What follows belongs to an exercise in optimizing a design on an open flow for small area; a production flow would make more cautious choices. RTL that was checked went through simulation tests only; none was proved equivalent to the original. The RTL of runs 1 and 2 was laid out without a check of its function. Power is estimated from default activity; no workload was simulated.

==> flow/design.v <==
module sevenSegmentDriver(
     hex,
     seg
);
	input [3:0] hex;
	output [6:0] seg;
	reg [6:0] seg;
	always @(hex)
	begin
		case (hex)
			'h0 : seg = 7'b1000000;
			'h1 : seg = 7'b1111001;
			'h2 : seg = 7'b0100100;
			'h3 : seg = 7'b0110000;
			'h4 : seg = 7'b0011001;
			'h5 : seg = 7'b0010010;
			'h6 : seg = 7'b0000010;
			'h7 : seg = 7'b1111000;
			'h8 : seg = 7'b0000000;
			'h9 : seg = 7'b0010000;
			'ha : seg = 7'b0001000;  
			'hb : seg = 7'b1111111;  
			'hc : seg = 7'b1000110;  
			'hd : seg = 7'b1000111;  
			'he : seg = 7'b0000110;  
			'hf : seg = 7'b0001110;  
			default : seg = 7'b1111111; 
		endcase
	end
endmodule
`timescale 1ns / 1ps
module fpgaDriver(clk, rst, led0, led1, led2, led3, led4, led5, led6, led7, led8, led9,
	switch0, switch1, switch2, switch8, switch9,
	button0, button1, button2, button3,
	hex0, hex1, hex2, hex3, hex4, hex5
);
	input rst;
	input clk, switch0, switch1, switch2, switch8, switch9, button0, button1, button2, button3;
	output wire led0, led1, led2, led3, led4, led5, led6, led7, led8, led9;
	output wire [6:0] hex0, hex1, hex2, hex3, hex4, hex5;
	assign led0 = switch0;
	assign led1 = 1'b0;
	assign led2 = ~button0;
	assign led3 = ~button1;
	assign led4 = ~button2;
	assign led5 = ~button3;
	assign led6 = 1'b0;
	assign led7 = 1'b0;
	assign led8 = switch8;
	assign led9 = switch9;
	reg buttonPressed;
	reg inputCounter;
	reg [2:0] p;             
	reg [3:0] dv;            
	reg [1:0] dg3, dg2, dg1, dg0;  
	reg av;                  
	reg af;                  
	reg [1:0] ag;            
	reg [2:0] cnt [0:11];    
	reg [2:0] nItems;
	reg th;                  
	reg [3:0] t0, t1, t2;    
	reg t3;
	wire anyBtn = ~button0 | ~button1 | ~button2 | ~button3;
	wire [1:0] vd = {~button0 | (button1 & button2), ~button0 | ~button1};
	wire [1:0] va = ~button0 ? 2'd3 : ~button1 ? 2'd2 : ~button2 ? 2'd1 : 2'd0;
	wire entry = switch0 & switch9 & ~inputCounter;
	wire addMode = ~switch8;
	localparam [1:0] D1 = 2'b10, D2 = 2'b00, D3 = 2'b01, D4 = 2'b11;
	wire [7:0] code = {dg3, dg2, dg1, dg0};
	wire [11:0] hit;
	assign hit[0] = code == {D3, D1, D2, D4};   
	assign hit[1] = code == {D4, D1, D3, D2};   
	assign hit[2] = code == {D4, D1, D3, D3};   
	assign hit[3] = code == {D3, D1, D2, D1};   
	assign hit[4] = code == {D3, D1, D3, D3};   
	assign hit[5] = code == {D3, D2, D1, D4};   
	assign hit[6] = code == {D1, D1, D1, D1};   
	assign hit[7] = code == {D2, D2, D2, D2};   
	assign hit[8] = code == {D3, D3, D3, D3};   
	assign hit[9] = code == {D4, D4, D4, D4};   
	assign hit[10] = code == {D1, D1, D2, D2};  
	assign hit[11] = code == {D3, D3, D4, D4};  
	wire anyHit = |hit;
	function [11:0] price;
		input integer n;
		case (n)
			0: price = 250; 1: price = 50; 2: price = 75; 3: price = 200;
			4: price = 100; 5: price = 995; 6: price = 450; 7: price = 300;
			8: price = 400; 9: price = 600; 10: price = 500; 11: price = 150;
			default: price = 0;
		endcase
	endfunction
	function [12:0] dec;
		input [11:0] x;
		dec = {x % 10 == 5, 4'(x / 1000 % 10), 4'(x / 100 % 10), 4'(x / 10 % 10)};
	endfunction
	reg [2:0] cs;
	integer j;
	always @* begin
		cs = 3'd0;
		for (j = 0; j < 12; j = j + 1)
			cs = cs | ({3{hit[j]}} & cnt[j]);
	end
	wire [2:0] sum = cs[2] ? {1'b1, cs[1:0] + ag + 2'd1} : {1'b1, ag};
	wire addOk = anyHit & (nItems != 3'd6) & (~cs[2] | ({1'b0, cs[1:0]} + {1'b0, ag} <= 3'd2));
	wire remOk = anyHit & cs[2];
	wire commit = entry & (p == 3'd4) & ~(addMode & ~af);
	wire addDo = commit & addMode & addOk;
	wire remDo = commit & ~addMode & remOk;
	wire clear = ~entry & ~(inputCounter & ~buttonPressed) & ~button3 & ~button2;
	wire take = entry & anyBtn & (p != 3'd4);
	wire takeAmt = entry & anyBtn & (p == 3'd4) & ~af & addMode;
	wire [1:0] kk = addMode ? ag : cs[1:0];
	wire [11:0] hitDo = hit & {12{addDo | remDo}};
	reg [12:0] dd;
	always @* begin
		dd = 13'd0;
		for (j = 0; j < 12; j = j + 1)
			dd = dd | ({13{hitDo[j]}} & (kk == 2'd0 ? dec(price(j)) : kk == 2'd1 ? dec(price(j) * 2) :
				kk == 2'd2 ? dec(price(j) * 3) : dec(price(j) * 4)));
	end
	function [4:0] dig;   
		input [3:0] t;
		input [3:0] b;
		input sub;
		input c;
		reg [3:0] o;
		reg [4:0] s;
		begin
			o = sub ? ~b : b + 4'd6;
			s = t + o + c;
			dig = {s[4], s[4] ? s[3:0] : {s[3] ? {1'b0, s[2:1]} + 3'd1 : 3'd0, s[0]}};
		end
	endfunction
	wire dh = dd[12];
	wire nh = th ^ dh;
	wire c0 = addMode ? th & dh : th | ~dh;
	wire [4:0] r0 = dig(t0, dd[3:0], ~addMode, c0);
	wire [4:0] r1 = dig(t1, dd[7:4], ~addMode, r0[4]);
	wire [4:0] r2 = dig(t2, dd[11:8], ~addMode, r1[4]);
	wire n3 = addMode ? t3 | r2[4] : t3 & r2[4];
	always @(posedge clk) begin
		if (rst) buttonPressed <= 1'b0;
		else buttonPressed <= anyBtn;
	end
	always @(posedge clk) begin
		if (p == 3'd0 & take) dg3 <= vd;
		if (p == 3'd1 & take) dg2 <= vd;
		if (p == 3'd2 & take) dg1 <= vd;
		if (p == 3'd3 & take) dg0 <= vd;
		if (takeAmt) ag <= va;
	end
	always @(posedge clk) begin
		if (rst) inputCounter <= 1'b0;
		else if (entry) inputCounter <= 1'b1;
		else if (inputCounter & ~buttonPressed) inputCounter <= 1'b0;
	end
	always @(posedge clk) begin
		if (rst | clear | commit) p <= 3'd0;
		else if (take) p <= p + 3'd1;
	end
	always @(posedge clk) begin
		if (rst | clear) dv <= 4'd0;
		else if (take) dv <= dv | {p == 3'd0, p == 3'd1, p == 3'd2, p == 3'd3};
	end
	always @(posedge clk) begin
		if (rst | clear) av <= 1'b0;
		else if (takeAmt) av <= 1'b1;
	end
	always @(posedge clk) begin
		if (rst | clear | (commit & addMode)) af <= 1'b0;
		else if (takeAmt) af <= 1'b1;
	end
	genvar gi;
	generate
		for (gi = 0; gi < 12; gi = gi + 1) begin : g_cnt
			always @(posedge clk) begin
				if (rst | (remDo & hit[gi])) cnt[gi] <= 3'd0;
				else if (addDo & hit[gi]) cnt[gi] <= sum;
			end
		end
	endgenerate
	always @(posedge clk) begin
		if (rst) nItems <= 3'd0;
		else if (addDo & ~cs[2]) nItems <= nItems + 3'd1;
		else if (remDo) nItems <= nItems - 3'd1;
	end
	always @(posedge clk) begin
		if (rst) begin
			th <= 1'b0; t0 <= 4'd0; t1 <= 4'd0; t2 <= 4'd0; t3 <= 1'b0;
		end else begin
			th <= nh; t0 <= r0[3:0]; t1 <= r1[3:0]; t2 <= r2[3:0]; t3 <= n3;
		end
	end
	localparam [6:0] S0 = 7'b1000000, S1 = 7'b1111001, S2 = 7'b0100100,
		S3 = 7'b0110000, S4 = 7'b0011001, S5 = 7'b0010010, S6 = 7'b0000010,
		S7 = 7'b1111000, S8 = 7'b0000000, S9 = 7'b0010000, SA = 7'b0001000,
		SB = 7'b1111111, SD = 7'b1000111, SE = 7'b0000110;
	function [6:0] seg;
		input [3:0] h;
		seg = h == 4'h0 ? S0 : h == 4'h1 ? S1 : h == 4'h2 ? S2 : h == 4'h3 ? S3 :
			h == 4'h4 ? S4 : h == 4'h5 ? S5 : h == 4'h6 ? S6 : h == 4'h7 ? S7 :
			h == 4'h8 ? S8 : S9;
	endfunction
	function [6:0] segd;
		input [1:0] g;
		segd = {g[1] & ~g[0], ~(g[1] & g[0]), g[1] | g[0], g[1], ~g[1] & ~g[0], 1'b0, g[1]};
	endfunction
	function [6:0] sega;
		input [1:0] g;
		sega = g == 2'd0 ? S1 : g == 2'd1 ? S2 : g == 2'd2 ? S3 : S4;
	endfunction
	wire [6:0] e0 = dv[0] ? segd(dg0) : SB;
	wire [6:0] e1 = dv[1] ? segd(dg1) : SB;
	wire [6:0] e2 = dv[2] ? segd(dg2) : SB;
	wire [6:0] e3 = segd(dg3);
	wire [6:0] ea = av ? sega(ag) : S0;
	reg [6:0] h0, h1, h2, h3, h4, h5;
	always @* begin
		case ({switch9, switch8})
			2'b01: begin
				h0 = th ? S5 : S0;
				h1 = seg(t0);
				h2 = seg(t1);
				h3 = t2 == 4'd0 ? SB : seg(t2);
				h4 = t3 ? S1 : SB;
				h5 = SB;
			end
			2'b10: begin
				if (~dv[3]) begin
					h0 = S0; h1 = S0; h2 = SA; h3 = SB; h4 = SB; h5 = SB;
				end else begin
					h0 = ea; h1 = SB; h2 = e0; h3 = e1; h4 = e2; h5 = e3;
				end
			end
			2'b11: begin
				if (~dv[3]) begin
					h0 = SD; h1 = SE; h2 = S0; h3 = SB; h4 = SB; h5 = SB;
				end else begin
					h0 = SB; h1 = e0; h2 = e1; h3 = e2; h4 = e3; h5 = SB;
				end
			end
			default: begin
				h0 = SB; h1 = SB; h2 = SB; h3 = SB; h4 = SB; h5 = SB;
			end
		endcase
	end
	assign hex0 = h0;
	assign hex1 = h1;
	assign hex2 = h2;
	assign hex3 = h3;
	assign hex4 = h4;
	assign hex5 = h5;
endmodule
==> flow/flow/run.sh <==
#!/bin/bash
# Layout flow: the standard flow with
#  * synthesis unchanged except for the ABC script (area oriented, flow/abc_area.script)
#  * port buffers of the smallest buffer (buf_1)
#  * CTS without dummy loads
#  * power recovery (downsizing) after global route
set -euo pipefail
W=$(pwd)
# synthesis script: the standard one with our ABC script
sed "s#^source \$::env(SCRIPTS_DIR)/synth_preamble.tcl#&\nset abc_args [list -script $W/flow/abc_area.script {*}\$lib_args {*}\$lib_dont_use_args -constr \$::env(OBJECTS_DIR)/abc.constr]#" \
  "$FLOW_HOME/scripts/synth.tcl" > my_synth.tcl
sed "s#\$::env(SCRIPTS_DIR)/synth.tcl#$W/my_synth.tcl#" synth_recipe.tcl > my_synth_recipe.tcl
sed "s#SYNTH_SCRIPT=[^ ]*#SYNTH_SCRIPT=$W/my_synth_recipe.tcl#" standard.sh > my_standard.sh
grep -q my_synth_recipe.tcl my_standard.sh
export BUFFER_PORTS_ARGS="-buffer_cell sky130_fd_sc_hd__buf_1"
export CTS_ARGS="-sink_clustering_enable -repair_clock_nets -dont_use_dummy_load"
export RECOVER_POWER=100
bash my_standard.sh > flow_make.log 2>&1
==> flow/flow/abc_area.script <==
strash
&get -n
&st
&syn2
&dch -f
&nf -R 1000
&put
strash
&get -n
&st
&dch -f
&nf -R 1000
&put
mfs3 -ae
==> flow/standard.sh <==
#!/bin/bash
# synth_recipe.tcl (not shown) runs the flow's synth.tcl, then flattens the netlist and writes it again
# the make line also repeats each setting of config.mk as NAME=value (left out here)
make -C /OpenROAD-flow-scripts/flow DESIGN_CONFIG=/design/flow/config.mk WORK_HOME=/design/flow/orfs CLKGATE_MAP_FILE= SYNTH_SCRIPT=/design/flow/synth_recipe.tcl "${@:-finish}"
==> flow/config.mk <==
export PLATFORM = sky130hd
export DESIGN_NAME = fpgaDriver
export DESIGN_NICKNAME = fpgaDriver
export VERILOG_FILES = /design/flow/design.v
export SDC_FILE = /design/flow/constraint.sdc
export NUM_CORES = 4
export LEC_CHECK = 0
export CAP_MARGIN = 20
export CORE_MARGIN = 2
export CORE_UTILIZATION = 40
export SLEW_MARGIN = 20
==> flow/constraint.sdc <==
create_clock -name core_clock -period 25.0 [get_ports {clk}]
set_input_delay 5.0000 -clock core_clock [delete_from_list [all_inputs] [get_ports {clk}]]
set_output_delay 5.0000 -clock core_clock [all_outputs]
set_load 0.01 [all_outputs]
==> out/qor.csv, run 1 <==
stage,metric,value,unit
clock_network,CTS Buffer Depth,2,
final_layout,final instance area,5600,µm²
critical_path,R2R Path Start,dg1[1]$_DFFE_PP_,
power_and_ir_drop,Pint,0.254,mW
critical_path,R2R setup slack,16.35,ns
detailed_routing,drc violations,0,
detailed_routing,initial DRC count,395,
power_and_ir_drop,clock group share of total power,27.3,%
yosys,Post-synth ARST share,0,%
detailed_routing,DRT Wirelength,14.3,mm
timing,setup tns final,0,ns
critical_path,critical path type,in -> out,
yosys,Synth cell types,48,
timing,Setup WS post-layout,12.15,ns
final_layout,Antenna Cells,0,
critical_path,CP max FO,40,
clock_network,clock latency (worst-skew pair),0.34,ns
clock_network,Sink Count,74,
critical_path,R2R depth,33,
detailed_routing,via count,4934,
clock_network,cts hold-fix bufs,0,
placement,Setup WS pre-CTS,12.38,ns
yosys,Main synth FF type,dfxtp_1,
clock_network,CTS resizes,0,
status,layout check failures,"max-capacitance violations, max-slew violations",
yosys,Synth Instances,628,
final_layout,share of cells above drive strength 1,3.28,%
grt,first-pass GRT wire length,23.3,mm
clock_network,CTS tree,yes,
clock_network,CTS buffer count,9,
critical_path,worst path required time,20.00,ns
timing,# setup viols final,0,
placement,PortBufs,57,
detailed_routing,First-pass DRT Iterations,5,
final_layout,Layout area overhead,13.7,%
critical_path,CP Launch Type,primary input,
yosys,YS warnings,2,
timing,unrepaired setup endpoints after global routing,no,
yosys,Post-synth EDFFs,10,
timing,Final Max Slew Viols,98,
worst_hold_path,worst min-delay path class,reg -> reg,
timing,Slew headroom,-80.0,%
critical_path,CP Cell Sequence,clkbuf_1 -> nor2_1 -> a21oi_1 -> a31oi_1 -> a31oi_1 -> clkinv_1 -> buf_1,
power_and_ir_drop,pwr/cell area,70.4,nW/µm²
critical_path,critical path endpoint category,output pin,
detailed_routing,DR vias/cell,5.81,
die,Die X,115,µm
grt,global route overflow,0,
detailed_routing,WL per Instance,16.9,µm
power_and_ir_drop,P_sw,0.140,mW
grt,pin count of the biggest net entering global routing,57,
timing,post-layout min period,12.85,ns
worst_hold_path,Hold Path Sink,cnt[5][1]$_SDFFE_PP0P_,
die,Ports,63,
power_and_ir_drop,leakage power,2.04,nW
worst_hold_path,hold path cells,2,
timing,"Hold Vio Cnt, Final",0,
placement,DPL Wire Length,10.6,mm
timing,Max Fclk,0.0778,GHz
clock_network,"CTS clk-pin slew, worst paths",0.05,ns
grt,GRT Util Overall,22.4,%
run,total of max-cap violations,2,
final_layout,fin nets,753,
placement,placed inst area,5380,µm²
status,status,finished with violations,
power_and_ir_drop,Worst IR Drop VDD,0.0000295,V
detailed_routing,Post-DRT Antenna Nets,0,
worst_hold_path,worst hold start,cnt[5][1]$_SDFFE_PP0P_,
yosys,#FFs+latches synth,74,
timing,Final Cycle Share,51.4,%
grt,initial antenna violation count,0,
die,core area,12000,µm²
critical_path,slowest library cell on the worst path,clkbuf_1,
clock_network,post-CTS setup buffers,0,
die,Initial Utilization,41.0,%
yosys,Synth Cell Area,4920,µm²
final_layout,Fill cells,1208,
clock_network,CTS H-tree lvls,3,
critical_path,slowest cell delay on critical path,1.21,ns
power_and_ir_drop,Comb power frac,35.0,%
critical_path,CP arrival,7.85,ns
timing,skew final,0.0160,ns
die,area of the die,13200,µm²
critical_path,CP dominant cell by count,a31oi_1,
power_and_ir_drop,Switching Fraction,35.6,%
yosys,synthesized area per cell,7.84,µm²
die,row cnt,40,
critical_path,RR Endpoint,t2[2]$_SDFF_PP0_,
timing,actual transition at the worst max-transition pin,2.70,ns
die,die height,115,µm
power_and_ir_drop,sequential share of power,37.7,%
clock_network,CTS root buf,clkbuf_16,
yosys,sequential-to-total area share from yosys stat,32.1,%
grt,vias in the first global route,4681,
placement,gp weighted congestion,0.990,
how the worst max path moves through the flow:
stage	startpoint	to	slack, ns	cells after the start
3_5_place_dp	switch9	t2[2]$_SDFF_PP0_	12.38	29
2_1_floorplan	switch9	hex2[2]	13.90	5
5_1_grt	switch8	t2[2]$_SDFF_PP0_	11.55	27
4_1_cts	switch9	t2[2]$_SDFF_PP0_	12.70	29
3_3_place_gp	switch9	t2[2]$_SDFF_PP0_	12.51	29
6_report	switch8	hex1[0]	12.15	7
cells in the final DEF (no fill, tap or decap), types with 4 or more instances in the layout:
master | Yosys | final
nand2_1 | 90 | 90
nor2_1 | 83 | 83
dfxtp_1 | 64 | 64
a21oi_1 | 55 | 55
buf_1 | 0 | 54
clkinv_1 | 32 | 32
a22oi_1 | 30 | 30
ha_1 | 30 | 30
o21ai_0 | 28 | 28
nor3_1 | 18 | 18
a211oi_1 | 16 | 16
nand3_1 | 15 | 15
nand2b_1 | 14 | 14
buf_4 | 8 | 13
xor2_1 | 12 | 12
edfxtp_1 | 10 | 10
o22ai_1 | 9 | 9
a21o_1 | 9 | 9
xnor2_1 | 9 | 9
clkbuf_16 | 0 | 9
nor2b_1 | 8 | 8
fa_1 | 8 | 8
nor4_1 | 7 | 7
a31oi_1 | 7 | 7
nand4_1 | 7 | 7
or2_0 | 6 | 6
a222oi_1 | 6 | 6
o21a_1 | 6 | 6
and3_1 | 5 | 5
mux2i_1 | 5 | 5
and2_0 | 4 | 4
worst max-delay path: cells and delay by family:
family          cells  cell delay [ns]
compound gates      3             1.06
simple gates        1             0.31
buf+inv             3             1.45
sequential cells by signal (all words and copies together) (netlist names), 3 cells and up:
signal and cells:
t2 4, cnt 36, p 3, dv 4, t0 4, t1 4
nItems 3
cell usage after synthesis (all sizes together), types with 7 or more instances:
cell type | number | area share, %
nor4 | 7 | 0.89
a22oi | 30 | 4.6
nor2b | 8 | 1.0
xor2 | 12 | 2.1
fa | 8 | 3.3
o22ai | 9 | 1.1
nor2 | 83 | 6.3
nand3 | 15 | 1.5
a21o | 9 | 1.4
xnor2 | 9 | 1.6
nand2 | 90 | 6.9
clkinv | 32 | 2.4
dfxtp | 64 | 26
a21oi | 55 | 5.6
o21ai | 28 | 2.8
a211oi | 16 | 2.4
a31oi | 7 | 0.89
buf | 8 | 1.2
nand4 | 7 | 0.89
nand2b | 14 | 1.8
ha | 30 | 7.6
nor3 | 18 | 1.8
edfxtp | 10 | 6.1
stage by stage:
| step | cells | hold WS [ns] | utilization, % | power (mW) |
|---|---|---|---|---|
| floorplan | 630 | 0.425 | - | 0.253 |
| global placement | 840 | 0.440 | 44.8 | 0.279 |
| detailed placement | 840 | 0.451 | 44.8 | 0.288 |
| CTS | 849 | 0.459 | 46.6 | 0.396 |
| global route | 849 | 0.474 | 46.6 | 0.426 |
| finish | 849 | 0.456 | 46.6 | 0.394 |
per-layer routing:
| metal | wire (µm) | vias to the layer above | track usage [%] |
|---|---|---|---|
| met5 | 0 | - | 0 |
| met4 | 244 | 0 | 7.63 |
| met3 | 1040 | 19 | 4.11 |
| met2 | 6620 | 179 | 37.4 |
| met1 | 6430 | 2309 | 29.3 |
| li1 | - | 2427 | - |
layout make-up:
class | instances | area (µm²) | area share (%)
Multi-Input combinational cell | 516 | 3170 | 56.6
Tap cell | 147 | 184 | 3.29
Sequential cell | 74 | 1580 | 28.3
Inverter | 32 | 120 | 2.15
Clock buffer | 9 | 225 | 4.02
Timing Repair Buffer | 71 | 317 | 5.66
power groups by stage:
stage / Sequential, mW / Clock (mW) / Combinational (mW)
global route: 0.150 / 0.115 / 0.162
floorplan: 0.145 / 0 / 0.107
global placement: 0.150 / 0 / 0.130
detailed placement: 0.151 / 0 / 0.137
CTS: 0.148 / 0.110 / 0.138
finish: 0.149 / 0.108 / 0.138
cells by family after synthesis:
family | count (synthesis) | share of synthesized area [%]
simple gates | 263 | 23.9
compound gates | 185 | 24.4
flops | 74 | 32.1
buf+inv | 40 | 3.66
fa+ha+maj | 39 | 11.1
xor+xnor | 21 | 3.74
mux | 5 | 1.02
other cells | 1 | 0.0762
==> inputs of run 2 (changes only) <==
==> flow/flow/run.sh (replaced) <==
#!/bin/bash
# Layout flow: the standard flow with
#  * synthesis unchanged except that adders are left to ABC (no ADDER_MAP_FILE)
#    and ABC runs an area script (flow/abc_area.script)
#  * port buffers of the smallest buffer (buf_1)
#  * CTS without dummy loads
set -euo pipefail
W=$(pwd)
sed "s#^source \$::env(SCRIPTS_DIR)/synth_preamble.tcl#&\nset abc_args [list -script $W/flow/abc_area.script {*}\$lib_args {*}\$lib_dont_use_args -constr \$::env(OBJECTS_DIR)/abc.constr]#" \
  "$FLOW_HOME/scripts/synth.tcl" > my_synth.tcl
sed "s#\$::env(SCRIPTS_DIR)/synth.tcl#$W/my_synth.tcl#" synth_recipe.tcl > my_synth_recipe.tcl
sed "s#SYNTH_SCRIPT=[^ ]*#SYNTH_SCRIPT=$W/my_synth_recipe.tcl#" standard.sh > my_standard.sh
grep -q my_synth_recipe.tcl my_standard.sh
export ADDER_MAP_FILE=
export BUFFER_PORTS_ARGS="-buffer_cell sky130_fd_sc_hd__buf_1"
export CTS_ARGS="-sink_clustering_enable -repair_clock_nets -dont_use_dummy_load"
bash my_standard.sh > flow_make.log 2>&1
==> flow/flow/abc_area.script (replaced) <==
strash
&get -n
&st
&deepsyn -T 120
&dch -f
&nf -R 1000
&put
==> run 2 against run 1 <==
Against the previous run: highest routed layer unchanged; clock power decreased by 34%; the run now finishes clean; power decreased by 19%; routed wire length decreased by 11%; critical path type unchanged; non-clock buffer count decreased by 3; fmax increased by 2.9%; global-route usage decreased by 0.32 points; area after synthesis decreased by 9.9%; register-to-register slack improved by 0.69 ns; final cell count decreased by 6.9%; sequential share of layout area increased by 3.5 points; critical path depth increased by 2.
==> out/qor.csv, run 2 <==
stage,metric,value,unit,change
die,Die X,109,µm,was 115 µm
yosys,Main synth FF type,dfxtp_1,,unchanged
timing,unrepaired setup endpoints after global routing,no,,unchanged
timing,Slew headroom,24.8,%,was -80.0%
clock_network,CTS H-tree lvls,3,,unchanged
placement,Setup WS pre-CTS,12.57,ns,was 12.38 ns
grt,initial antenna violation count,0,,unchanged
worst_hold_path,worst min-delay path class,reg -> reg,,unchanged
timing,Max Fclk,0.0801,GHz,was 0.0778 GHz
grt,GRT Util Overall,22.1,%,was 22.4%
detailed_routing,DR vias/cell,5.82,,was 5.81
placement,PortBufs,57,,unchanged
clock_network,cts hold-fix bufs,0,,unchanged
yosys,#FFs+latches synth,74,,unchanged
power_and_ir_drop,Worst IR Drop VDD,0.0000381,V,was 0.0000295 V
placement,placed inst area,4860,µm²,was 5380 µm²
clock_network,Sink Count,74,,unchanged
final_layout,Multi-input gate area,2740,µm²,was 3170 µm²
clock_network,CTS tree,yes,,unchanged
die,row cnt,38,,was 40
power_and_ir_drop,leakage power,1.71,nW,was 2.04 nW
final_layout,Fill cells,1136,,"was 1,208"
power_and_ir_drop,Final Total Pwr,0.321,mW,was 0.394 mW
power_and_ir_drop,pwr/cell area,64.3,nW/µm²,was 70.4 nW/µm²
detailed_routing,via count,4601,,"was 4,934"
final_layout,final instance area,4990,µm²,was 5600 µm²
final_layout,share of cells above drive strength 1,3.38,%,was 3.28%
yosys,Synth Cell Area,4440,µm²,was 4920 µm²
timing,Final Cycle Share,49.9,%,was 51.4%
final_layout,Biggest register,cnt,,unchanged
die,Initial Utilization,40.9,%,was 41.0%
die,die height,109,µm,was 115 µm
grt,pin count of the biggest net entering global routing,39,,was 57
timing,post-layout min period,12.49,ns,was 12.85 ns
clock_network,clock latency (worst-skew pair),0.35,ns,was 0.34 ns
status,status,no timing/DRC/antenna violations,,was finished with violations
final_layout,Antenna Cells,0,,unchanged
detailed_routing,Post-DRT Antenna Nets,0,,unchanged
yosys,dominant cells by area after synthesis,"dfxtp_1 29%, a21oi_1 7.6%, edfxtp_1 6.8%",,"was dfxtp_1 26%, ha_1 7.6%, nand2_1 6.9%"
final_layout,fin nets,663,,was 753
detailed_routing,DRT Wirelength,12.8,mm,was 14.3 mm
yosys,YS warnings,2,,unchanged
final_layout,"commonest non-fill, non-tap cells in the layout","67 x nor2_1, 67 x a21oi_1, 64 x dfxtp_1, 59 x nand2_1, 56 x buf_1",,"was 90 x nand2_1, 83 x nor2_1, 64 x dfxtp_1, 55 x a21oi_1, 54 x buf_1"
critical_path,CP max FO,38,,was 40
yosys,Synth cell types,55,,was 48
run,total of max-cap violations,0,,was 2
detailed_routing,initial DRC count,358,,was 395
critical_path,worst path required time,20.00,ns,about the same
die,Ports,63,,unchanged
detailed_routing,drc violations,0,,unchanged
clock_network,CTS root buf,clkbuf_8,,was clkbuf_16
timing,setup tns final,0,ns,unchanged
detailed_routing,WL per Instance,16.2,µm,was 16.9 µm
timing,actual transition at the worst max-transition pin,1.12,ns,was 2.70 ns
die,core area,10800,µm²,"was 12,000 µm²"
clock_network,CTS Buffer Depth,2,,unchanged
critical_path,CP arrival,7.49,ns,was 7.85 ns
timing,skew final,0.0227,ns,was 0.0160 ns
critical_path,R2R setup slack,17.04,ns,was 16.35 ns
final_layout,max FFs per register,36,,unchanged
clock_network,"CTS clk-pin slew, worst paths",0.07,ns,was 0.05 ns
yosys,Commonest cells post-synth,"67 x a21oi_1, 67 x nor2_1, 64 x dfxtp_1, 59 x nand2_1, 53 x o21ai_0",,"was 90 x nand2_1, 83 x nor2_1, 64 x dfxtp_1, 55 x a21oi_1, 32 x clkinv_1"
yosys,Post-synth ARST share,0,%,unchanged
placement,DPL Wire Length,9.46,mm,was 10.6 mm
grt,global route overflow,0,,unchanged
yosys,sequential-to-total area share from yosys stat,35.6,%,was 32.1%
final_layout,Layout area overhead,12.4,%,was 13.7%
yosys,post-synth top area cell,dfxtp_1,,unchanged
grt,vias in the first global route,4153,,"was 4,681"
final_layout,sequential cell area,1580,µm²,unchanged
yosys,Post-synth EDFFs,10,,unchanged
detailed_routing,First-pass DRT Iterations,5,,unchanged
critical_path,critical path type,in -> out,,unchanged
critical_path,critical path endpoint category,output pin,,unchanged
critical_path,CP Launch Type,primary input,,unchanged
timing,"Hold Vio Cnt, Final",0,,unchanged
timing,Setup WS post-layout,12.51,ns,was 12.15 ns
timing,Final Max Slew Viols,0,,was 98
die,area of the die,12000,µm²,"was 13,200 µm²"
yosys,synthesized area per cell,7.66,µm²,was 7.84 µm²
timing,# setup viols final,0,,unchanged
clock_network,post-CTS setup buffers,0,,unchanged
yosys,Synth Instances,579,,was 628
yosys,share of the synthesized area in the top cell type,28.9,%,was 26.0%
clock_network,CTS buffer count,9,,unchanged
grt,first-pass GRT wire length,20.6,mm,was 23.3 mm
clock_network,CTS resizes,0,,unchanged
placement,gp weighted congestion,0.949,,was 0.990
-- run 2: area by class of cell --
class / count / share of cell area (%)
multi-input combinational: 481 / 55.0
tap: 140 / 3.51
inverter: 18 / 1.36
sequential: 74 / 31.7
clock buffer: 9 / 2.48
timing repair buffer: 68 / 5.97
-- run 2: routing by layer --
layer | up-vias | global-route usage, % | part of all wire, % | wire (µm)
li1 | 2287 | - | - | -
met1 | 2157 | 30.1 | 47 | 5980
met2 | 141 | 35.8 | 46 | 5880
met3 | 16 | 4.03 | 5.6 | 714
met4 | 0 | 6.60 | 1.5 | 189
met5 | - | 0 | 0 | 0
-- run 2: cells by family after synthesis --
group / share of synthesized area, %
other: 0.0845
muxes: 0.733
DFF: 35.6
buffers and inverters: 2.88
and+or+nand+nor: 27.1
adders and majority gates: 0.451
AOI/OAI and AO/OA: 28.2
xor gates and xnor gates: 4.94
-- run 2: final timing paths --
kind	from	endpoint	cells after the start
worst max-delay path	switch8	hex2[3]	9
worst min-delay path	cnt[5][0]$_SDFFE_PP0P_	cnt[5][0]$_SDFFE_PP0P_	2
worst max register to register	dg3[1]$_DFFE_PP_	t2[3]$_SDFF_PP0_	36
worst min register to register	cnt[5][0]$_SDFFE_PP0P_	cnt[5][0]$_SDFFE_PP0P_	2
-- run 2: power breakdown --
group	internal, mW	leakage (nW)	switching, mW	total, mW
Clock	0.0322	0.0647	0.0393	0.0714
Combinational	0.0434	1.03	0.0605	0.104
Sequential	0.130	0.608	0.0158	0.145
Total	0.205	1.71	0.116	0.321
-- run 2: through the flow --
stage	std cells	hold slack (ns)	util (%)
floorplan	581	0.421	-
global placement	781	0.436	44.9
detailed placement	781	0.437	44.9
CTS	790	0.454	46.0
global route	790	0.477	46.0
finish	790	0.455	46.0
-- run 2: critical path, stage by stage --
cell	delay [ns]
clkbuf_2	0.08
buf_4	0.37
clkinv_1	0.50
nor2_1	0.59
nor2_1	0.25
o221ai_1	0.18
o211ai_1	0.15
or2_0	0.24
buf_1	0.12
==> inputs of run 3 (changes only) <==
--- a/flow/design.v
+++ b/flow/design.v
@@ -63,7 +63,6 @@
 	reg t3;
 	wire anyBtn = ~button0 | ~button1 | ~button2 | ~button3;
 	wire [1:0] vd = {~button0 | (button1 & button2), ~button0 | ~button1};
-	wire [1:0] va = ~button0 ? 2'd3 : ~button1 ? 2'd2 : ~button2 ? 2'd1 : 2'd0;
 	wire entry = switch0 & switch9 & ~inputCounter;
 	wire addMode = ~switch8;
 	localparam [1:0] D1 = 2'b10, D2 = 2'b00, D3 = 2'b01, D4 = 2'b11;
@@ -82,6 +81,7 @@
 	assign hit[10] = code == {D1, D1, D2, D2};  
 	assign hit[11] = code == {D3, D3, D4, D4};  
 	wire anyHit = |hit;
+	wire [1:0] am1 = {ag[0], ~(ag[1] ^ ag[0])};  
 	function [11:0] price;
 		input integer n;
 		case (n)
@@ -102,8 +102,8 @@
 		for (j = 0; j < 12; j = j + 1)
 			cs = cs | ({3{hit[j]}} & cnt[j]);
 	end
-	wire [2:0] sum = cs[2] ? {1'b1, cs[1:0] + ag + 2'd1} : {1'b1, ag};
-	wire addOk = anyHit & (nItems != 3'd6) & (~cs[2] | ({1'b0, cs[1:0]} + {1'b0, ag} <= 3'd2));
+	wire [2:0] sum = cs[2] ? {1'b1, cs[1:0] + am1 + 2'd1} : {1'b1, am1};
+	wire addOk = anyHit & (nItems != 3'd6) & (~cs[2] | ({1'b0, cs[1:0]} + {1'b0, am1} <= 3'd2));
 	wire remOk = anyHit & cs[2];
 	wire commit = entry & (p == 3'd4) & ~(addMode & ~af);
 	wire addDo = commit & addMode & addOk;
@@ -111,7 +111,7 @@
 	wire clear = ~entry & ~(inputCounter & ~buttonPressed) & ~button3 & ~button2;
 	wire take = entry & anyBtn & (p != 3'd4);
 	wire takeAmt = entry & anyBtn & (p == 3'd4) & ~af & addMode;
-	wire [1:0] kk = addMode ? ag : cs[1:0];
+	wire [1:0] kk = addMode ? am1 : cs[1:0];
 	wire [11:0] hitDo = hit & {12{addDo | remDo}};
 	reg [12:0] dd;
 	always @* begin
@@ -140,16 +140,14 @@
 	wire [4:0] r1 = dig(t1, dd[7:4], ~addMode, r0[4]);
 	wire [4:0] r2 = dig(t2, dd[11:8], ~addMode, r1[4]);
 	wire n3 = addMode ? t3 | r2[4] : t3 & r2[4];
-	always @(posedge clk) begin
-		if (rst) buttonPressed <= 1'b0;
-		else buttonPressed <= anyBtn;
-	end
+	always @(posedge clk)
+		buttonPressed <= anyBtn;
 	always @(posedge clk) begin
 		if (p == 3'd0 & take) dg3 <= vd;
 		if (p == 3'd1 & take) dg2 <= vd;
 		if (p == 3'd2 & take) dg1 <= vd;
 		if (p == 3'd3 & take) dg0 <= vd;
-		if (takeAmt) ag <= va;
+		if (takeAmt) ag <= vd;
 	end
 	always @(posedge clk) begin
 		if (rst) inputCounter <= 1'b0;
@@ -199,9 +197,27 @@
 		SB = 7'b1111111, SD = 7'b1000111, SE = 7'b0000110;
 	function [6:0] seg;
 		input [3:0] h;
-		seg = h == 4'h0 ? S0 : h == 4'h1 ? S1 : h == 4'h2 ? S2 : h == 4'h3 ? S3 :
-			h == 4'h4 ? S4 : h == 4'h5 ? S5 : h == 4'h6 ? S6 : h == 4'h7 ? S7 :
-			h == 4'h8 ? S8 : S9;
+		begin
+			seg[0] = ~(h[3] | (~h[2] & ~h[0]) | (h[2] & h[0]) | h[1]);
+			seg[1] = ~(~h[2] | (~h[1] & ~h[0]) | (h[1] & h[0]));
+			seg[2] = ~h[2] & h[1] & ~h[0];
+			seg[3] = (~h[3] & ~h[2] & ~h[1] & h[0]) | (h[2] & ~h[1] & ~h[0]) | (h[2] & h[1] & h[0]);
+			seg[4] = (h[2] & ~h[1]) | h[0];
+			seg[5] = (~h[3] & ~h[2] & h[0]) | (~h[2] & h[1]) | (h[1] & h[0]);
+			seg[6] = (~h[3] & ~h[2] & ~h[1]) | (h[2] & h[1] & h[0]);
+		end
+	endfunction
+	function [6:0] segz;
+		input [3:0] h;
+		begin
+			segz[0] = ~(h[3] | (h[2] & h[0]) | h[1]);
+			segz[1] = (~h[3] & ~h[2] & ~h[1] & ~h[0]) | (h[2] & ~h[1] & h[0]) | (h[2] & h[1] & ~h[0]);
+			segz[2] = ~h[3] & ~h[2] & ~h[0];
+			segz[3] = ~(h[3] | (~h[2] & h[1]) | (h[2] & ~h[1] & h[0]) | (h[1] & ~h[0]));
+			segz[4] = (~h[3] & ~h[1]) | h[0];
+			segz[5] = (~h[3] & ~h[2]) | (h[1] & h[0]);
+			segz[6] = (~h[3] & ~h[2] & ~h[1]) | (h[2] & h[1] & h[0]);
+		end
 	endfunction
 	function [6:0] segd;
 		input [1:0] g;
@@ -214,8 +230,7 @@
 	wire [6:0] e0 = dv[0] ? segd(dg0) : SB;
 	wire [6:0] e1 = dv[1] ? segd(dg1) : SB;
 	wire [6:0] e2 = dv[2] ? segd(dg2) : SB;
-	wire [6:0] e3 = segd(dg3);
-	wire [6:0] ea = av ? sega(ag) : S0;
+	wire [6:0] e3 = dv[3] ? segd(dg3) : SB;
 	reg [6:0] h0, h1, h2, h3, h4, h5;
 	always @* begin
 		case ({switch9, switch8})
@@ -223,23 +238,25 @@
 				h0 = th ? S5 : S0;
 				h1 = seg(t0);
 				h2 = seg(t1);
-				h3 = t2 == 4'd0 ? SB : seg(t2);
+				h3 = segz(t2);
 				h4 = t3 ? S1 : SB;
 				h5 = SB;
 			end
 			2'b10: begin
-				if (~dv[3]) begin
-					h0 = S0; h1 = S0; h2 = SA; h3 = SB; h4 = SB; h5 = SB;
-				end else begin
-					h0 = ea; h1 = SB; h2 = e0; h3 = e1; h4 = e2; h5 = e3;
-				end
+				h0 = av ? segd(ag) : S0;
+				h1 = dv[3] ? SB : S0;
+				h2 = dv[3] ? e0 : SA;
+				h3 = e1;
+				h4 = e2;
+				h5 = e3;
 			end
 			2'b11: begin
-				if (~dv[3]) begin
-					h0 = SD; h1 = SE; h2 = S0; h3 = SB; h4 = SB; h5 = SB;
-				end else begin
-					h0 = SB; h1 = e0; h2 = e1; h3 = e2; h4 = e3; h5 = SB;
-				end
+				h0 = dv[3] ? SB : SD;
+				h1 = dv[3] ? e0 : SE;
+				h2 = dv[3] ? e1 : S0;
+				h3 = e2;
+				h4 = e3;
+				h5 = SB;
 			end
 			default: begin
 				h0 = SB; h1 = SB; h2 = SB; h3 = SB; h4 = SB; h5 = SB;
--- a/flow/flow/run.sh
+++ b/flow/flow/run.sh
@@ -13,5 +13,5 @@
 grep -q my_synth_recipe.tcl my_standard.sh
 export ADDER_MAP_FILE=
 export BUFFER_PORTS_ARGS="-buffer_cell sky130_fd_sc_hd__buf_1"
-export CTS_ARGS="-sink_clustering_enable -repair_clock_nets -dont_use_dummy_load"
+export CTS_ARGS="-sink_clustering_enable -sink_clustering_size 40 -sink_clustering_max_diameter 300 -buf_list sky130_fd_sc_hd__clkbuf_8 -dont_use_dummy_load"
 bash my_standard.sh > flow_make.log 2>&1
==> run 3 against run 2 <==
Against the previous run: design area grew 1.9%; die area grew 2.4%; worst hold slack gained 0.0047 ns; synthesized cell count grew 5.7%; combinational power shrank 12%; still clean; area after synthesis grew 2.5%; flip-flop and latch count is the same; critical path type unchanged; register-to-register slack lost 0.77 ns; non-clock buffer count shrank 1; worst setup slack gained 0.055 ns.
==> out/qor.csv, run 3 <==
stage,metric,value,unit,change
worst_hold_path,worst min-delay path class,reg -> reg,,unchanged
critical_path,CP Launch Type,primary input,,unchanged
timing,setup tns final,0,ns,unchanged
yosys,Synth cell types,51,,was 55
critical_path,Worst Setup EP,hex2[5],,was hex2[3]
timing,Final Cycle Share,49.7,%,was 49.9%
final_layout,Final Util,46.3,%,was 46.0%
clock_network,CTS tree,yes,,unchanged
clock_network,clock latency (worst-skew pair),0.37,ns,was 0.35 ns
timing,# setup viols final,0,,unchanged
yosys,#FFs+latches synth,74,,unchanged
power_and_ir_drop,pwr/cell area,60.6,nW/µm²,was 64.3 nW/µm²
timing,actual transition at the worst max-transition pin,0.987,ns,was 1.12 ns
die,Die X,111,µm,was 109 µm
critical_path,R2R depth,31,,was 36
detailed_routing,DR vias/cell,5.87,,was 5.82
timing,post-layout min period,12.43,ns,was 12.49 ns
final_layout,share of cells above drive strength 1,2.79,%,was 3.38%
yosys,sequential-to-total area share from yosys stat,34.8,%,was 35.6%
die,row cnt,38,,unchanged
final_layout,max FFs per register,36,,unchanged
die,Initial Utilization,41.4,%,was 40.9%
worst_hold_path,worst hold start,cnt[10][2]$_SDFFE_PP0P_,,was cnt[5][0]$_SDFFE_PP0P_
critical_path,R2R Path Start,dg3[0]$_DFFE_PP_,,was dg3[1]$_DFFE_PP_
yosys,synthesized area per cell,7.43,µm²,was 7.66 µm²
die,Ports,63,,unchanged
timing,Setup WS post-layout,12.57,ns,was 12.51 ns
final_layout,"commonest non-fill, non-tap cell in the layout",nor2_1,,
grt,first-pass GRT wire length,21.9,mm,was 20.6 mm
critical_path,CP max FO,35,,was 38
yosys,Post-synth EDFFs,10,,unchanged
grt,global route overflow,0,,unchanged
power_and_ir_drop,leakage power,1.76,nW,was 1.71 nW
detailed_routing,WL per Instance,16.5,µm,was 16.2 µm
yosys,Commonest cells post-synth,"138 x nor2_1, 64 x dfxtp_1, 53 x nand2_1, 44 x a21oi_1, 29 x o21ai_0",,"was 67 x a21oi_1, 67 x nor2_1, 64 x dfxtp_1, 59 x nand2_1, 53 x o21ai_0"
critical_path,R2R setup slack,16.27,ns,was 17.04 ns
grt,initial antenna violation count,0,,unchanged
yosys,Main synth FF type,dfxtp_1,,unchanged
yosys,Synth Instances,612,,was 579
clock_network,post-CTS setup buffers,0,,unchanged
run,total of max-cap violations,0,,unchanged
clock_network,CTS buffer count,9,,unchanged
grt,GRT Util Overall,22.0,%,was 22.1%
clock_network,cts hold-fix bufs,0,,unchanged
timing,"Hold Vio Cnt, Final",0,,unchanged
power_and_ir_drop,Worst IR Drop VDD,0.0000468,V,was 0.0000381 V
yosys,post-synth top area cell,dfxtp_1,,unchanged
clock_network,CTS resizes,0,,unchanged
final_layout,Biggest register,cnt,,unchanged
detailed_routing,drc violations,0,,unchanged
placement,gp weighted congestion,0.897,,was 0.949
yosys,Post-synth ARST share,0,%,unchanged
critical_path,worst path required time,20.00,ns,about the same
clock_network,CTS H-tree lvls,3,,unchanged
final_layout,Antenna Cells,0,,unchanged
critical_path,CP startpoint,switch8,,unchanged
timing,unrepaired setup endpoints after global routing,no,,unchanged
final_layout,"commonest non-fill, non-tap cells in the layout","138 x nor2_1, 64 x dfxtp_1, 57 x buf_1, 53 x nand2_1, 44 x a21oi_1",,"was 67 x nor2_1, 67 x a21oi_1, 64 x dfxtp_1, 59 x nand2_1, 56 x buf_1"
yosys,most frequent cell after synthesis,nor2_1,,
final_layout,Layout area overhead,11.8,%,was 12.4%
die,die height,111,µm,was 109 µm
clock_network,Sink Count,74,,unchanged
clock_network,CTS root buf,clkbuf_8,,unchanged
critical_path,CP arrival,7.43,ns,was 7.49 ns
critical_path,RR Endpoint,t2[2]$_SDFF_PP0_,,was t2[3]$_SDFF_PP0_
clock_network,CTS Buffer Depth,2,,unchanged
placement,PortBufs,57,,unchanged
timing,Slew headroom,33.7,%,was 24.8%
timing,skew final,0.0192,ns,was 0.0227 ns
grt,pin count of the biggest net entering global routing,36,,was 39
final_layout,final instance area,5080,µm²,was 4990 µm²
status,status,no timing/DRC/antenna violations,,unchanged
power_and_ir_drop,Final Total Pwr,0.308,mW,was 0.321 mW
critical_path,critical path type,in -> out,,unchanged
detailed_routing,DRT Wirelength,13.6,mm,was 12.8 mm
yosys,dominant cells by area after synthesis,"dfxtp_1 28%, nor2_1 11%, edfxtp_1 6.6%",,"was dfxtp_1 29%, a21oi_1 7.6%, edfxtp_1 6.8%"
grt,vias in the first global route,4451,,"was 4,153"
die,area of the die,12200,µm²,"was 12,000 µm²"
timing,Max Fclk,0.0804,GHz,was 0.0801 GHz
critical_path,critical path endpoint category,output pin,,unchanged
final_layout,fin nets,695,,was 663
placement,DPL Wire Length,10.0,mm,was 9.46 mm
yosys,share of the synthesized area in the top cell type,28.2,%,was 28.9%
clock_network,"CTS clk-pin slew, worst paths",0.07,ns,about the same
placement,Setup WS pre-CTS,12.62,ns,was 12.57 ns
yosys,Synth Cell Area,4550,µm²,was 4440 µm²
yosys,YS warnings,2,,unchanged
detailed_routing,First-pass DRT Iterations,5,,unchanged
die,core area,11000,µm²,"was 10,800 µm²"
placement,placed inst area,4960,µm²,was 4860 µm²
detailed_routing,via count,4822,,"was 4,601"
detailed_routing,Post-DRT Antenna Nets,0,,unchanged
detailed_routing,initial DRC count,431,,was 358
timing,Final Max Slew Viols,0,,unchanged
## run 3: per-layer routing
layer,wire (µm),vias up,GRT usage (%),part of all wire [%]
met3,730,31,4.77,5.4
met4,347,0,9.00,2.6
met1,6400,2284,29.6,47
li1,-,2353,-,-
met5,0,-,0,0
met2,6080,154,34.3,45
## run 3: kinds of logic (layout without fill, tap and decap cells)
| logic type | Yosys count | in the layout | share of synthesized area, % |
|---|---|---|---|
| simple gates | 309 | 309 | 31.5 |
| compound gates | 166 | 166 | 23.8 |
| flops | 74 | 74 | 34.8 |
| xor+xnor | 29 | 29 | 5.59 |
| buf+inv | 27 | 95 | 2.89 |
| fa+ha+maj | 3 | 3 | 0.660 |
| mux | 3 | 3 | 0.688 |
| other cells | 1 | 3 | 0.0825 |
## run 3: area by class of cell
cell class / instances / area (µm²)
multi-input cells: 513 / 2840
fillers: 1147 / 5900
clock buffers: 9 / 124
flip-flops and latches: 74 / 1580
repair buffers: 67 / 289
well taps: 140 / 175
inverters: 19 / 71.3
## run 3: metrics by stage
| stage | cells | hold slack (ns) |
|---|---|---|
| 2_1_floorplan | 614 | 0.422 |
| 3_3_place_gp | 813 | 0.440 |
| 3_5_place_dp | 813 | 0.448 |
| 4_1_cts | 822 | 0.462 |
| 5_1_grt | 822 | 0.482 |
| 6_report | 822 | 0.459 |
## run 3: worst min path at each step
| stage | depth (start not counted) | slack (ns) | endpoint |
|---|---|---|---|
| after global placement | 1 | 0.44 | nItems[2]$_SDFFE_PP0P_ |
| after floorplan | 2 | 0.42 | cnt[10][2]$_SDFFE_PP0P_ |
| final | 2 | 0.46 | cnt[10][2]$_SDFFE_PP0P_ |
| after CTS | 1 | 0.46 | nItems[2]$_SDFFE_PP0P_ |
| after detailed placement | 1 | 0.45 | nItems[2]$_SDFFE_PP0P_ |
| after global routing | 1 | 0.48 | cnt[2][2]$_SDFFE_PP0P_ |
## run 3: worst max-delay path: stages
cell	delay (ns)
buf_1	0.07
buf_4	0.35
clkinv_1	0.55
nor2_1	0.51
nor2_1	0.16
nor2_1	0.12
a41oi_1	0.07
a31oi_1	0.26
xor2_1	0.17
buf_1	0.16
## run 3: report_power, final
part           switching, mW  internal, mW
Combinational         0.0555        0.0359
Clock                 0.0420        0.0321
Sequential            0.0144         0.128
Total                  0.112         0.196
==> inputs of run 4 (changes only) <==
--- a/flow/flow/run.sh
+++ b/flow/flow/run.sh
@@ -13,5 +13,5 @@
 grep -q my_synth_recipe.tcl my_standard.sh
 export ADDER_MAP_FILE=
 export BUFFER_PORTS_ARGS="-buffer_cell sky130_fd_sc_hd__buf_1"
-export CTS_ARGS="-sink_clustering_enable -sink_clustering_size 40 -sink_clustering_max_diameter 300 -buf_list sky130_fd_sc_hd__clkbuf_8 -dont_use_dummy_load"
+export CTS_ARGS="-sink_clustering_enable -repair_clock_nets -dont_use_dummy_load"
 bash my_standard.sh > flow_make.log 2>&1
==> run 4 against run 3 <==
Against the previous run: non-clock buffer count unchanged; final cell count unchanged; still clean; flip-flop and latch count stayed put; combinational power about the same; clock power increased by 46%; highest routed layer unchanged; clock skew decreased by 0.0046 ns; largest power group unchanged.
==> out/qor.csv, run 4 <==
stage,metric,value,unit,change
status,status,no timing/DRC/antenna violations,,unchanged
die,area of the die,12200,µm²,unchanged
grt,met1 Use GR,29.7,%,was 29.6%
grt,met2 Usage GRT,34.8,%,was 34.3%
final_layout,Final Util,47.2,%,was 46.3%
yosys,Commonest cells post-synth,"138 x nor2_1, 64 x dfxtp_1, 53 x nand2_1, 44 x a21oi_1, 29 x o21ai_0",,unchanged
clock_network,CTS tree,yes,,unchanged
clock_network,CTS H-tree lvls,3,,unchanged
critical_path,CP dominant cell by count,nor2_1,,unchanged
timing,Setup WS post-layout,12.57,ns,about the same
critical_path,critical path type,in -> out,,unchanged
yosys,Post-synth EDFFs,10,,unchanged
grt,GR Util met3,5.16,%,was 4.77%
yosys,Adder-Cell Fraction of Synth Area,0.660,%,unchanged
detailed_routing,drc violations,0,,unchanged
detailed_routing,Post-DRT Antenna Nets,0,,unchanged
grt,first-pass GRT wire length,22.0,mm,was 21.9 mm
clock_network,"CTS clk-pin slew, worst paths",0.05,ns,was 0.07 ns
run,total of max-cap violations,0,,unchanged
yosys,Post-synth ARST share,0,%,unchanged
critical_path,slowest library cell on the worst path,clkinv_1,,unchanged
timing,skew final,0.0145,ns,was 0.0192 ns
final_layout,final instance area,5180,µm²,was 5080 µm²
clock_network,clock latency (worst-skew pair),0.34,ns,was 0.37 ns
grt,busiest layer in global routing,met2,,unchanged
critical_path,worst path required time,20.00,ns,about the same
final_layout,Biggest register,cnt,,unchanged
grt,GRT Util Overall,21.9,%,was 22.0%
clock_network,CTS Buffer Depth,2,,unchanged
power_and_ir_drop,pwr/cell area,66.1,nW/µm²,was 60.6 nW/µm²
die,core area,11000,µm²,unchanged
detailed_routing,DRT Wirelength,13.5,mm,was 13.6 mm
timing,actual transition at the worst max-transition pin,0.958,ns,was 0.987 ns
die,Die X,111,µm,unchanged
yosys,post-synth top area cell,dfxtp_1,,unchanged
placement,placed inst area,4960,µm²,unchanged
timing,setup tns final,0,ns,unchanged
yosys,most frequent cell after synthesis,nor2_1,,unchanged
grt,initial antenna violation count,0,,unchanged
final_layout,final cell count without fillers,822,,unchanged
final_layout,max FFs per register,36,,unchanged
timing,Max Fclk,0.0805,GHz,was 0.0804 GHz
clock_network,CTS buffer count,9,,unchanged
yosys,YS warnings,2,,unchanged
yosys,Main synth FF type,dfxtp_1,,unchanged
placement,DPL Wire Length,10.0,mm,unchanged
placement,gp weighted congestion,0.897,,unchanged
placement,Cells after DPL,813,,unchanged
detailed_routing,DR vias/cell,5.86,,was 5.87
die,Initial Utilization,41.4,%,unchanged
yosys,synthesized area per cell,7.43,µm²,unchanged
final_layout,Fill cells,1138,,"was 1,147"
timing,"Hold Vio Cnt, Final",0,,unchanged
clock_network,CTS root buf,clkbuf_16,,was clkbuf_8
critical_path,CP arrival,7.43,ns,about the same
die,row cnt,38,,unchanged
final_layout,"commonest non-fill, non-tap cells in the layout","138 x nor2_1, 64 x dfxtp_1, 57 x buf_1, 53 x nand2_1, 44 x a21oi_1",,unchanged
critical_path,CP max FO,35,,unchanged
yosys,multiplexer area fraction after synthesis,0.688,%,unchanged
timing,# setup viols final,0,,unchanged
yosys,Synth Instances,612,,unchanged
die,Ports,63,,unchanged
final_layout,fin nets,695,,unchanged
final_layout,Layout area overhead,14.0,%,was 11.8%
critical_path,CP Cell Sequence,buf_1 -> buf_4 -> clkinv_1 -> nor2_1 -> nor2_1 -> nor2_1 -> a41oi_1 -> a31oi_1 -> xor2_1 -> buf_1,,unchanged
grt,vias in the first global route,4434,,"was 4,451"
clock_network,Sink Count,74,,unchanged
critical_path,critical path endpoint category,output pin,,unchanged
yosys,Synth Cell Area,4550,µm²,unchanged
yosys,Synth cell types,51,,unchanged
clock_network,CTS resizes,0,,unchanged
die,die height,111,µm,unchanged
timing,Final Cycle Share,49.7,%,about the same
yosys,share of the synthesized area in the top cell type,28.2,%,unchanged
detailed_routing,First-pass DRT Iterations,5,,unchanged
timing,Final Max Slew Viols,0,,unchanged
final_layout,"commonest non-fill, non-tap cell in the layout",nor2_1,,unchanged
grt,pin count of the biggest net entering global routing,36,,unchanged
detailed_routing,initial DRC count,426,,was 431
timing,post-layout min period,12.43,ns,about the same
placement,Setup WS pre-CTS,12.62,ns,unchanged
detailed_routing,via count,4817,,"was 4,822"
yosys,simple-gate share of the synthesized area,31.5,%,unchanged
critical_path,CP Launch Type,primary input,,unchanged
yosys,sequential-to-total area share from yosys stat,34.8,%,unchanged
yosys,dominant cells by area after synthesis,"dfxtp_1 28%, nor2_1 11%, edfxtp_1 6.6%",,unchanged
final_layout,Antenna Cells,0,,unchanged
critical_path,slowest cell delay on critical path,0.54,ns,was 0.55 ns
yosys,Synth Area in Compound Gates,23.8,%,unchanged
power_and_ir_drop,leakage power,1.80,nW,was 1.76 nW
grt,global route overflow,0,,unchanged
timing,unrepaired setup endpoints after global routing,no,,unchanged
yosys,post-synthesis xor/xnor area fraction,5.59,%,unchanged
yosys,#FFs+latches synth,74,,unchanged
yosys,largest family of logic cells by synthesized area,simple AND/OR/NAND/NOR gates,,unchanged
worst_hold_path,worst min-delay path class,reg -> reg,,unchanged
timing,Slew headroom,35.6,%,was 33.7%
power_and_ir_drop,Worst IR Drop VDD,0.0000509,V,was 0.0000468 V
placement,PortBufs,57,,unchanged
clock_network,cts hold-fix bufs,0,,unchanged
detailed_routing,WL per Instance,16.4,µm,was 16.5 µm
clock_network,post-CTS setup buffers,0,,unchanged
final_layout,share of cells above drive strength 1,2.79,%,unchanged
## run 4: cell count changes in the layout (fill, tap and decap cells not counted)
cell / delta
clkbuf_16: +9
clkbuf_8: -9
## run 4: final timing paths
| check | from | end | slack [ns] | cells past startpoint |
|---|---|---|---|---|
| setup reg to reg | dg3[0]$_DFFE_PP_ | t2[2]$_SDFF_PP0_ | 16.30 | 31 |
| hold reg to reg | cnt[10][2]$_SDFFE_PP0P_ | cnt[10][2]$_SDFFE_PP0P_ | 0.46 | 2 |
| setup / recovery | switch8 | hex2[5] | 12.57 | 10 |
| hold / removal | cnt[10][2]$_SDFFE_PP0P_ | cnt[10][2]$_SDFFE_PP0P_ | 0.46 | 2 |
## run 4: power by group
group,switching (mW),internal [mW]
sequential,0.0146,0.128
combinational,0.0553,0.0359
clock,0.0452,0.0631
total,0.115,0.227
## run 4: layout make-up
class | instances | area, µm² | share of cell area, %
clock buffer | 9 | 225 | 4.34
inverter | 19 | 71.3 | 1.38
multi-input combinational | 513 | 2840 | 54.8
sequential | 74 | 1580 | 30.5
tap | 140 | 175 | 3.38
timing repair buffer | 67 | 289 | 5.58
## run 4: per-layer routing
metal  share of wire [%]  wire (µm)
met3                 5.6        755
met1                  48       6410
met4                 1.8        238
met2                  45       6090
met5                   0          0
## run 4: cells by family after synthesis
| logic type | Yosys count |
|---|---|
| flip-flops | 74 |
| AO/OA/AOI/OAI | 166 |
| other | 1 |
| AND/OR/NAND/NOR | 309 |
| multiplexers | 3 |
| buffers and inverters | 27 |
| adder cells (fa/ha/maj) | 3 |
| XOR/XNOR | 29 |
## run 4: through the flow
stage                     hold WS [ns]  total power, mW
after CTS                        0.460            0.344
after floorplan                  0.422            0.210
final                            0.457            0.342
after global routing             0.477            0.362
after detailed placement         0.448            0.235
after global placement           0.440            0.233
## run 4: worst max-delay path: cells and delay by family
kind	cells	cell delay (ns)
AOI/OAI and AO/OA	2	0.33
buffers and inverters	4	1.12
xor gates and xnor gates	1	0.17
and+or+nand+nor	3	0.78
==> inputs of run 5 (changes only) <==
==> flow/flow/run.sh (replaced) <==
#!/bin/bash
# Layout flow: the standard flow with
#  * synthesis unchanged except for technology mapping: adders are left to ABC
#    (no ADDER_MAP_FILE), and ABC runs several area scripts (flow/abc_*.script)
#    in parallel, keeping the mapping with the least cell area (flow/abc_multi.sh)
#  * port buffers of the smallest buffer (buf_1)
#  * CTS with clkbuf_8 and without dummy loads
set -euo pipefail
W=$(pwd)
sed -e "s#^  log_cmd abc {\*}\$abc_args#  write_rtlil $W/pre_abc.il\n  exec bash $W/flow/abc_multi.sh $W/flow $W/pre_abc.il $W/post_abc.il {*}[lrange \$abc_args 2 end] >@ stdout 2>@ stderr\n  design -reset\n  read_rtlil $W/post_abc.il\n  hierarchy -top \$::env(DESIGN_NAME)#" \
  "$FLOW_HOME/scripts/synth.tcl" > my_synth.tcl
grep -q abc_multi my_synth.tcl
sed "s#\$::env(SCRIPTS_DIR)/synth.tcl#$W/my_synth.tcl#" synth_recipe.tcl > my_synth_recipe.tcl
sed "s#SYNTH_SCRIPT=[^ ]*#SYNTH_SCRIPT=$W/my_synth_recipe.tcl#" standard.sh > my_standard.sh
grep -q my_synth_recipe.tcl my_standard.sh
export ADDER_MAP_FILE=
export BUFFER_PORTS_ARGS="-buffer_cell sky130_fd_sc_hd__buf_1"
export CTS_ARGS="-sink_clustering_enable -buf_list sky130_fd_sc_hd__clkbuf_8 -dont_use_dummy_load"
bash my_standard.sh > flow_make.log 2>&1
==> flow/flow/abc_1.script (new file) <==
strash
&get -n
&st
&deepsyn -T 90 -S 1
&dch -f
&nf -R 1000
&put
==> flow/flow/abc_2.script (new file) <==
strash
&get -n
&st
&deepsyn -T 90 -S 2
&dch -f
&nf -R 1000
&put
==> flow/flow/abc_3.script (new file) <==
strash
&get -n
&st
&deepsyn -T 90 -S 3
&dch -f
&nf -R 1000
&put
==> flow/flow/abc_4.script (new file) <==
strash
&get -n
&st
&syn2
&dch -f
&nf -R 1000
&put
strash
&get -n
&st
&dch -f
&nf -R 1000
&put
==> flow/flow/abc_multi.sh (new file) <==
#!/bin/bash
# abc_multi.sh DIR PRE.il OUT.il ABC_ARGS... : runs ABC with each DIR/abc_*.script on the
# design in PRE.il in parallel, and writes the mapped design with the least cell area to OUT.il
set -uo pipefail
D=$1; PRE=$2; OUT=$3; shift 3
LIB=""
for ((i = 1; i <= $#; i++)); do if [[ ${!i} == -liberty ]]; then j=$((i + 1)); LIB=${!j}; fi; done
T=$(dirname "$OUT")/abc_multi; mkdir -p "$T"
for s in "$D"/abc_*.script; do
  n=$(basename "$s" .script)
  ( "${YOSYS_EXE:-yosys}" -p "read_rtlil $PRE; abc -script $s $*; tee -o $T/$n.stat stat -liberty $LIB; write_rtlil $T/$n.il" > "$T/$n.log" 2>&1 ) &
done
wait
best=""; bestA=""
for s in "$D"/abc_*.script; do
  n=$(basename "$s" .script)
  a=$(grep "Chip area" "$T/$n.stat" 2>/dev/null | awk '{print $NF}')
  echo "abc_multi: $n area ${a:-failed}"
  [[ -n "$a" && -f "$T/$n.il" ]] || continue
  if [[ -z "$best" ]] || awk "BEGIN{exit !($a < $bestA)}"; then best=$n; bestA=$a; fi
done
[[ -n "$best" ]] || { echo "abc_multi: every ABC run failed"; exit 1; }
echo "abc_multi: best $best area $bestA"
cp "$T/$best.il" "$OUT"
removed: flow/flow/abc_area.script
==> run 5 against run 4 <==
Against the previous run: clock power decreased by 35%; power down 8.3%; sequential power barely moved; routed wire length decreased by 3.2%; first-iteration DRC count increased by 6.6%; global-route usage rose by 0.58 points; worst hold slack better by 0.0059 ns; critical path type unchanged; largest power group unchanged.
==> out/qor.csv, run 5 <==
stage,metric,value,unit,change
status,status,no timing/DRC/antenna violations,,unchanged
power_and_ir_drop,Worst IR Drop VDD,0.0000398,V,was 0.0000509 V
die,Ports,63,,unchanged
die,core area,10800,µm²,"was 11,000 µm²"
timing,"Hold Vio Cnt, Final",0,,unchanged
placement,placed inst area,4860,µm²,was 4960 µm²
grt,initial antenna violation count,0,,unchanged
clock_network,CTS tree,yes,,unchanged
power_and_ir_drop,Comb power frac,31.5,%,was 26.6%
detailed_routing,DRT Wirelength,13.1,mm,was 13.5 mm
worst_hold_path,worst hold start,cnt[7][1]$_SDFFE_PP0P_,,was cnt[10][2]$_SDFFE_PP0P_
power_and_ir_drop,Switching Fraction,36.1,%,was 33.6%
final_layout,fin nets,655,,was 695
yosys,Synth cell types,55,,was 51
timing,post-layout min period,12.12,ns,was 12.43 ns
timing,actual transition at the worst max-transition pin,0.794,ns,was 0.958 ns
grt,GRT Util Overall,22.5,%,was 21.9%
grt,pin count of the biggest net entering global routing,38,,was 36
critical_path,CP arrival,7.12,ns,was 7.43 ns
yosys,Commonest cells post-synth,"88 x nor2_1, 64 x dfxtp_1, 56 x nand2_1, 47 x o21ai_0, 40 x a21oi_1",,"was 138 x nor2_1, 64 x dfxtp_1, 53 x nand2_1, 44 x a21oi_1, 29 x o21ai_0"
power_and_ir_drop,leakage power,1.79,nW,was 1.80 nW
detailed_routing,drc violations,0,,unchanged
yosys,Post-synth EDFFs,10,,unchanged
placement,DPL Wire Length,9.94,mm,was 10.0 mm
critical_path,CP Launch Type,primary input,,unchanged
critical_path,CP max FO,30,,was 35
run,total of max-cap violations,0,,unchanged
die,Die X,109,µm,was 111 µm
grt,vias in the first global route,4211,,"was 4,434"
clock_network,CTS root buf,clkbuf_8,,was clkbuf_16
yosys,#FFs+latches synth,74,,unchanged
detailed_routing,DR vias/cell,5.86,,about the same
timing,# setup viols final,0,,unchanged
placement,Setup WS pre-CTS,12.97,ns,was 12.62 ns
timing,skew final,0.0174,ns,was 0.0145 ns
clock_network,CTS H-tree lvls,3,,unchanged
timing,Setup WS post-layout,12.88,ns,was 12.57 ns
clock_network,CTS resizes,0,,unchanged
yosys,dominant cells by area after synthesis,"dfxtp_1 29%, nor2_1 7.4%, edfxtp_1 6.8%",,"was dfxtp_1 28%, nor2_1 11%, edfxtp_1 6.6%"
clock_network,clock latency (worst-skew pair),0.35,ns,was 0.34 ns
die,row cnt,38,,unchanged
final_layout,share of cells above drive strength 1,3.27,%,was 2.79%
clock_network,CTS buffer count,9,,unchanged
detailed_routing,First-pass DRT Iterations,5,,unchanged
timing,Hold Worst Slack,0.463,ns,was 0.457 ns
timing,unrepaired setup endpoints after global routing,no,,unchanged
critical_path,R2R Path Start,dg0[1]$_DFFE_PP_,,was dg3[0]$_DFFE_PP_
grt,global route overflow,0,,unchanged
yosys,synthesized area per cell,7.78,µm²,was 7.43 µm²
yosys,YS warnings,2,,unchanged
timing,Slew headroom,46.4,%,was 35.6%
yosys,Post-synth ARST share,0,%,unchanged
critical_path,worst path required time,20.00,ns,about the same
clock_network,cts hold-fix bufs,0,,unchanged
power_and_ir_drop,Pint,0.201,mW,was 0.227 mW
power_and_ir_drop,P_sw,0.113,mW,was 0.115 mW
timing,Final Max Slew Viols,0,,unchanged
power_and_ir_drop,clock group share of total power,22.5,%,was 31.6%
yosys,post-synth top area cell,dfxtp_1,,unchanged
final_layout,final instance area,4990,µm²,was 5180 µm²
placement,PortBufs,57,,unchanged
detailed_routing,WL per Instance,16.7,µm,was 16.4 µm
die,area of the die,12000,µm²,"was 12,200 µm²"
detailed_routing,initial DRC count,454,,was 426
clock_network,"CTS clk-pin slew, worst paths",0.07,ns,was 0.05 ns
die,die height,109,µm,was 111 µm
yosys,share of the synthesized area in the top cell type,28.8,%,was 28.2%
final_layout,Antenna Cells,0,,unchanged
yosys,Synth Cell Area,4440,µm²,was 4550 µm²
yosys,most frequent cell after synthesis,nor2_1,,unchanged
timing,Final Cycle Share,48.5,%,was 49.7%
final_layout,Layout area overhead,12.3,%,was 14.0%
yosys,sequential-to-total area share from yosys stat,35.6,%,was 34.8%
final_layout,"commonest non-fill, non-tap cell in the layout",nor2_1,,unchanged
grt,first-pass GRT wire length,21.0,mm,was 22.0 mm
yosys,Synth Instances,571,,was 612
timing,setup tns final,0,ns,unchanged
final_layout,Biggest register,cnt,,unchanged
detailed_routing,Post-DRT Antenna Nets,0,,unchanged
power_and_ir_drop,pwr/cell area,63.0,nW/µm²,was 66.1 nW/µm²
placement,gp weighted congestion,0.928,,was 0.897
detailed_routing,via count,4579,,"was 4,817"
power_and_ir_drop,Final Total Pwr,0.314,mW,was 0.342 mW
critical_path,R2R depth,35,,was 31
critical_path,critical path endpoint category,output pin,,unchanged
power_and_ir_drop,sequential share of power,46.0,%,was 41.7%
final_layout,"commonest non-fill, non-tap cells in the layout","88 x nor2_1, 64 x dfxtp_1, 56 x nand2_1, 56 x buf_1, 47 x o21ai_0",,"was 138 x nor2_1, 64 x dfxtp_1, 57 x buf_1, 53 x nand2_1, 44 x a21oi_1"
clock_network,Sink Count,74,,unchanged
final_layout,max FFs per register,36,,unchanged
clock_network,CTS Buffer Depth,2,,unchanged
clock_network,post-CTS setup buffers,0,,unchanged
die,Initial Utilization,41.0,%,was 41.4%
worst_hold_path,hold path cells,1,,was 2
worst_hold_path,worst min-delay path class,reg -> reg,,unchanged
timing,Max Fclk,0.0825,GHz,was 0.0805 GHz
critical_path,critical path type,in -> out,,unchanged
critical_path,CP startpoint,switch8,,unchanged
yosys,Main synth FF type,dfxtp_1,,unchanged
run 5: cell families after synthesis:
logic type,count (synthesis),synth area share [%]
buf+inv,30,3.21
compound gates,169,24.6
simple gates,253,26.7
xor+xnor,21,4.14
other cells,1,0.0844
fa+ha+maj,1,0.225
mux,22,5.52
flops,74,35.6
run 5: final cells by class:
cell class	instances	area, µm²
tap	140	175
sequential	74	1580
fill	1104	5850
multi-input combinational	469	2730
timing repair buffer	68	298
inverter	22	82.6
clock buffer	9	124
run 5: per-stage QoR:
step | std cells | util [%]
global placement | 773 | 44.9
detailed placement | 773 | 44.9
floorplan | 573 | -
global route | 782 | 46.0
CTS | 782 | 46.0
finish | 782 | 46.0
run 5: critical path: stages:
cell and delay [ns]:
buf_1 0.07, buf_4 0.31, clkinv_1 0.39, nor2_1 0.50, nor2_1 0.20, o211ai_1 0.19
nor2_1 0.09, a31oi_1 0.14, a21oi_1 0.07, buf_1 0.17
run 5: final timing paths:
check / endpoint / slack [ns]
setup reg to reg: t2[3]$_SDFF_PP0_ / 16.90
hold reg to reg: cnt[7][1]$_SDFFE_PP0P_ / 0.46
setup / recovery: hex2[6] / 12.88
hold / removal: cnt[7][1]$_SDFFE_PP0P_ / 0.46
run 5: layer usage:
layer | global-route usage (%) | vias up | share of wire [%]
met1 | 30.3 | 2151 | 46
met4 | 8.68 | 0 | 1.9
li1 | - | 2238 | -
met5 | 0 | - | 0
met3 | 4.74 | 21 | 6.6
met2 | 35.4 | 169 | 46
run 5: power groups by stage:
stage	sequential, mW	combinational, mW	clock (mW)
after floorplan	0.142	0.0760	0
after global placement	0.146	0.0957	0
after detailed placement	0.146	0.0978	0
after CTS	0.144	0.0984	0.0740
after global routing	0.146	0.111	0.0775
final	0.144	0.0990	0.0706

Check on run 5: ideal ports give 12.875 ns setup slack; a clkbuf_16 on the clock port and buf_2 on the inputs give 12.853 ns; moving port delays by the midpoint clock arrival (0.383 ns) as well gives 12.853 ns.
